Source: an optimization exercise on an open RTL-to-GDS flow (aim: small area and a short achievable clock period). Production flows keep margins and buffers that such runs may drop.
Where RTL was checked, it was by simulation tests only, not by an equivalence proof against the original.
Function not checked in run 1: the RTL went through the layout flow alone.

## flow/design.v (module list and top-level ports; edited modules follow where they fit)
// module final_log: 2116 lines
module final_log(clk, reset, base, in_data, out_data);
  // ...
==> flow/flow/run.sh <==
#!/bin/bash
set -euo pipefail
bash standard.sh SETUP_SLACK_MARGIN=35 "BUFFER_PORTS_ARGS=-buffer_cell sky130_fd_sc_hd__buf_1" SKIP_GATE_CLONING=1 finish > run.log 2>&1
==> flow/standard.sh <==
#!/bin/bash
# synth_recipe.tcl (not shown) runs the flow's synth.tcl, then flattens the netlist and writes it again
# the make line also repeats each setting of config.mk as NAME=value (left out here)
make -C /OpenROAD-flow-scripts/flow DESIGN_CONFIG=/design/flow/config.mk WORK_HOME=/design/flow/orfs CLKGATE_MAP_FILE= SYNTH_SCRIPT=/design/flow/synth_recipe.tcl "${@:-finish}"
==> flow/config.mk <==
export PLATFORM = sky130hd
export DESIGN_NAME = final_log
export DESIGN_NICKNAME = final_log
export VERILOG_FILES = /design/flow/design.v
export SDC_FILE = /design/flow/constraint.sdc
export NUM_CORES = 4
export LEC_CHECK = 0
export ABC_AREA = 1
export CAP_MARGIN = 20
export CORE_MARGIN = 2
export CORE_UTILIZATION = 40
export CTS_BUF_LIST = sky130_fd_sc_hd__clkbuf_8
export CTS_CLUSTER_DIAMETER = 200
export CTS_CLUSTER_SIZE = 30
export SLEW_MARGIN = 20
==> flow/constraint.sdc <==
create_clock -name core_clock -period 60.0 [get_ports {clk}]
set_input_delay 12.0000 -clock core_clock [delete_from_list [all_inputs] [get_ports {clk}]]
set_output_delay 12.0000 -clock core_clock [all_outputs]
set_load 0.01 [all_outputs]
==> results.sh, run 1 <==
export IMPL_status="timing/DRC/antenna clean"
export IMPL_largestRegisters="wq x18, dq x5, eq x4"
export IMPL_largest_register_ffs=18
export IMPL_synthToLayoutAreaGrowth_pct=5.56
export IMPL_cts_resized=1
export IMPL_die_width_microns=186
export IMPL_top_usage_layer="met2"
export IMPL_n_all_buffers=73
export IMPL_worstHoldPathType="in2async"
export IMPL_io_pins=68
export IMPL_period_share_pct=39.7
export IMPL_clkCellAreaFrac_pct=0.679
export IMPL_synth_seq_cells=30
export IMPL_cp_required_ns=60.17
export IMPL_cts_inserted_buffers=5
export IMPL_yosys_top_cells_area="fa_1 (27%), ha_1 (15%), nand2_1 (12%)"
export IMPL_crit_cells=60
export IMPL_crit_type="in2reg"
export IMPL_place_area_sq_um=13900
export IMPL_multiInputGateArea_sq_um=10700
export IMPL_worstMarginPinSlew_ns=0.850
export IMPL_largest_cell_class="multi-input gates"
export IMPL_grt_first_pass_wirelength_microns=57000
export IMPL_clock_sinks=30
==> run 2: changes to the inputs <==
--- a/flow/design.v
+++ b/flow/design.v
@@ -1722,21 +1722,21 @@
     wire w7_8 = x6_382;
     wire w7_9 = x6_383;
     wire w7_10 = x6_384;
     wire w7_11 = x6_385;
     wire w7_12 = x6_386;
     wire w7_13 = x6_387;
     wire w7_14 = x6_388;
     wire w7_15 = x6_389;
+    wire c7 = w7_0 & w7_1 & w7_2;    
     wire [23:0] yc = cst(bq, eq);
     wire [20:0] yt0 = tn0(bq, {dq[2], dq[1], dq[0]});
     wire [17:0] yt1 = tn1(bq, {dq[4], dq[3]});
     wire [15:0] yt2 = tn2(bq, {d7, d6});
-    wire c7 = w7_0 & w7_1 & w7_2;    
     wire y_0 = yc[0] ^ yt0[0];
     wire y_1 = y_0 ^ yt1[0];
     wire y_2 = (yc[0] & yt0[0]) | (yc[0] & yt1[0]) | (yt0[0] & yt1[0]);
     wire y_3 = yc[1] ^ yt0[1];
     wire y_4 = y_3 ^ yt1[1];
     wire y_5 = (yc[1] & yt0[1]) | (yc[1] & yt1[1]) | (yt0[1] & yt1[1]);
     wire y_6 = yc[2] ^ yt0[2];
     wire y_7 = y_6 ^ yt1[2];
@@ -2102,16 +2102,12 @@
     wire [23:0] y = {y_366, y_365, y_364, y_363, y_362, y_361, y_360, y_359, y_358, y_357, y_356, y_355, y_354, y_353, y_352, y_351, y_350, y_349, y_348, y_347, y_346, y_345, y_344, y_343};
     reg [4:0] cnt;
     integer i;
     always @(*) begin
         cnt = 5'd24;
         for (i = 0; i < 24; i = i + 1)
             if (y[i]) cnt = 5'd23 - i;
     end
-    wire [23:0] ys16 = cnt[4] ? {y[7:0], 16'd0} : y;
-    wire [23:0] ys8 = cnt[3] ? {ys16[15:0], 8'd0} : ys16;
-    wire [23:0] ys4 = cnt[2] ? {ys8[19:0], 4'd0} : ys8;
-    wire [23:0] ys2 = cnt[1] ? {ys4[21:0], 2'd0} : ys4;
-    wire [23:0] ys = cnt[0] ? {ys2[22:0], 1'd0} : ys2;
+    wire [23:0] ys = y << cnt;
     wire [7:0] expo = (8'd130 - {3'd0, cnt}) & {8{eq != 4'd9}};    
     always @(*) out_data = invq ? 32'hffffffff : {1'b0, expo, ys[22:3], 3'b0};
 endmodule
==> flow/flow/run.sh (replaced) <==
#!/bin/bash
set -euo pipefail
bash standard.sh SETUP_SLACK_MARGIN=36 "BUFFER_PORTS_ARGS=-buffer_cell sky130_fd_sc_hd__buf_1" SKIP_GATE_CLONING=1 finish > run.log 2>&1
==> run 2 against run 1 <==
Net effect:
- still clean
- global-route usage decreased by 0.22 points
- worst hold slack got worse by 0.016 ns
- critical path depth decreased by 5
- synthesized cell count increased by 1.6%
- clock-buffer cell count unchanged
- fmax increased by 3.1%
- critical path type unchanged
- critical endpoint is now wq[5]
- largest cell class unchanged
==> results.sh, run 2 <==
export IMPL_status="timing/DRC/antenna clean"
export IMPL_synth_warning_count=1
export IMPL_path_max_fanout=20
export IMPL_grt_pass1_vias=12100
export IMPL_die_width_microns=186
export IMPL_stdcell_area_sq_um=14200
export IMPL_viasPerCell=5.13
export IMPL_clockBufferDepth=2
export IMPL_largestRegisters="wq x18, dq x5, eq x4"
export IMPL_synth_edf_count=0
export IMPL_grt_start_max_net_pins=34
export IMPL_worstMarginPinSlew_ns=0.784
export IMPL_synthCells=1902
export IMPL_syn_area_sq_um=13300
export IMPL_finalNonFillerCells=2378
export IMPL_track_usage_pct=19.9
export IMPL_place_area_sq_um=13900
export IMPL_grt_first_pass_wirelength_microns=58100
export IMPL_fmax_ghz=0.0433
export IMPL_postRouteAntennaNets=0
export IMPL_async_flop_share_pct=100
export IMPL_regMostFlops="wq"
export IMPL_rows=66
export IMPL_root_buffer="clkbuf_8"
export IMPL_ys_dominant_reg_cell="dfrtp_1"
export IMPL_grt_overflow=0
export IMPL_synthToLayoutAreaGrowth_pct=6.60
export IMPL_syn_area_per_cell_sq_um=7.00
export IMPL_max_slew_margin_rel_pct=47.3
export IMPL_crit_slowest_cell="fa_1"
export IMPL_synth_seq_cells=30
export IMPL_drc=0
export IMPL_end_kind="flop"
export IMPL_final_cell_mix="nand2_1 (413), inv_1 (401), fa_1 (181)"
export IMPL_cts_tree="yes"
export IMPL_largest_register_ffs=18
export IMPL_worstPathArrival_ns=23.31
export IMPL_wl_per_cell_microns=14.7
export IMPL_layout_commonest_cell="nand2_1"
export IMPL_die_h_microns=186
export IMPL_rsz0062_at_grt="false"
export IMPL_synth_most_common_cell="nand2_1"
export IMPL_antenna_found_initial=0
export IMPL_io_pins=68
export IMPL_seq_area_frac_synth_pct=5.66
export IMPL_cpMostUsedCell="fa_1"
export IMPL_nets=2310
export IMPL_vias=12200
export IMPL_fin_tns_setup_ns=0
export IMPL_period_share_pct=38.5
export IMPL_slew_violations=0
export IMPL_firstDrtPassIters=5
export IMPL_yosys_top_cells_area="fa_1 (27%), ha_1 (15%), nand2_1 (12%)"
export IMPL_dp_cells=2363
export IMPL_setup_viol=0
export IMPL_crit_type="in2reg"
export IMPL_clkTransAtPathRegs_ns=0.07
export IMPL_cts_inserted_buffers=5
export IMPL_cp_required_ns=60.19
export IMPL_drv_cap=0
export IMPL_port_buffers=66
export IMPL_start_util_pct=40.8
export IMPL_ys_types=57
export IMPL_synth_top_area_share_pct=27.2
export IMPL_min_period_ns=23.12
export IMPL_finalHoldViolations=0
export IMPL_hold_buffers=0
export IMPL_dp_hpwl_microns=29500
export IMPL_core_area_sq_um=32600
export IMPL_clock_sinks=30
export IMPL_drt_iter0_markers=729
export IMPL_dieArea_sq_um=34700
export IMPL_gp_congestion=0.908
export IMPL_syn_nets=2277
export IMPL_htree_levels=2
export IMPL_wl_microns=34900
export IMPL_synth_top_cell_by_area="fa_1"
export IMPL_worstHoldPathType="in2async"
export IMPL_slowest_delay_ns=0.50
export IMPL_critPathLaunchType="input port"
export IMPL_diodes=0
export IMPL_drive_gt1_share_pct=3.51
export IMPL_yosys_top_cells_count="nand2_1 (422), inv_1 (404), fa_1 (181), ha_1 (158), nor2_1 (144)"
run 2: logic make-up (layout without fill, tap and decap cells):
kind of cell	Yosys count	after routing	share of synthesized area (%)
simple gates	766	766	24.0
buf+inv	466	500	13.4
fa+ha+maj	339	339	42.1
compound gates	252	252	11.6
xor+xnor	49	49	3.23
flops	30	30	5.66
run 2: area by class of cell:
type | instances | area (sq um)
inverter | 414 | 1570
multi-input combinational | 1406 | 10900
clock inverter | 2 | 12.5
fill | 3444 | 18400
timing repair buffer | 78 | 338
sequential | 30 | 753
clock buffer | 6 | 82.6
tap | 442 | 553
run 2: metal layers:
layer	GRT usage, %	vias up	wire length (microns)
li1	-	6046	-
met1	25.1	5769	15200
met2	36.5	313	17600
met3	1.02	60	1190
met4	6.12	0	851
met5	0	-	0
run 2: how the worst max path moves through the flow:
| stage | from | endpoint | slack [ns] | depth (start not counted) |
|---|---|---|---|---|
| floorplan | in_data[15] | wq[7] | 37.75 | 60 |
| global placement | in_data[15] | wq[0] | 34.31 | 55 |
| detailed placement | in_data[15] | wq[5] | 34.11 | 55 |
| CTS | in_data[15] | wq[1] | 36.01 | 57 |
| global route | wq[8] | out_data[27] | 35.96 | 52 |
| finish | in_data[15] | wq[5] | 36.88 | 55 |
run 2: worst max-delay path: cells and delay by family:
family          cells  cell delay, ns
compound gates     12            2.55
xor+xnor            1            0.15
simple gates       25            3.67
buf+inv             7            0.85
fa+ha+maj          10            4.08
run 2: stage by stage:
step | hold WS [ns] | util [%] | setup slack (ns)
3_5_place_dp | 12.09 | 42.7 | 34.11
3_3_place_gp | 12.08 | 42.7 | 34.31
2_1_floorplan | 12.00 | - | 37.75
4_1_cts | 11.76 | 43.2 | 36.01
5_1_grt | 11.79 | 43.5 | 35.96
6_report | 11.74 | 43.5 | 36.88
run 2: what timing repair did:
action	in CTS	in global routing
pin swaps	0	1
buffers inserted	2	5
endpoints found under the setup margin	36	47
hold endpoints to repair	0	0
resized for setup	18	22

==> afterwards: timing with drivers on the ports <==
The results above use ideal ports. As a check the final layouts listed here were re-extracted and re-timed, cells and wires unchanged. Step 1 assumes that a clkbuf_16 drives the clock port and a buf_2 every other input. Step 2 adds t to the input delays and takes it off the output delays; t is the mean of the earliest and latest rising clock arrival at the registers after step 1. Input paths then give back, and output paths get back, about the clock's delay inside the block. a / b / c = ideal / step 1 / step 2; a / b = the first two.
run	t (ns)	slack for setup (ns)	worst setup path at the end	slew at the worst register clock pin (ns)	worst slew at a driven data input, ns
run 1	0.330	36.155 / 36.166 / 35.836	input to register	0.08 / 0.08	0.05
run 2	0.338	36.882 / 36.868 / 36.534	input to register	0.08 / 0.08	0.05
After both steps setup and hold are still met in every run listed. The setup slack of run 2, which loses most, moves by -0.014 ns with the drivers and by -0.348 ns with both steps.
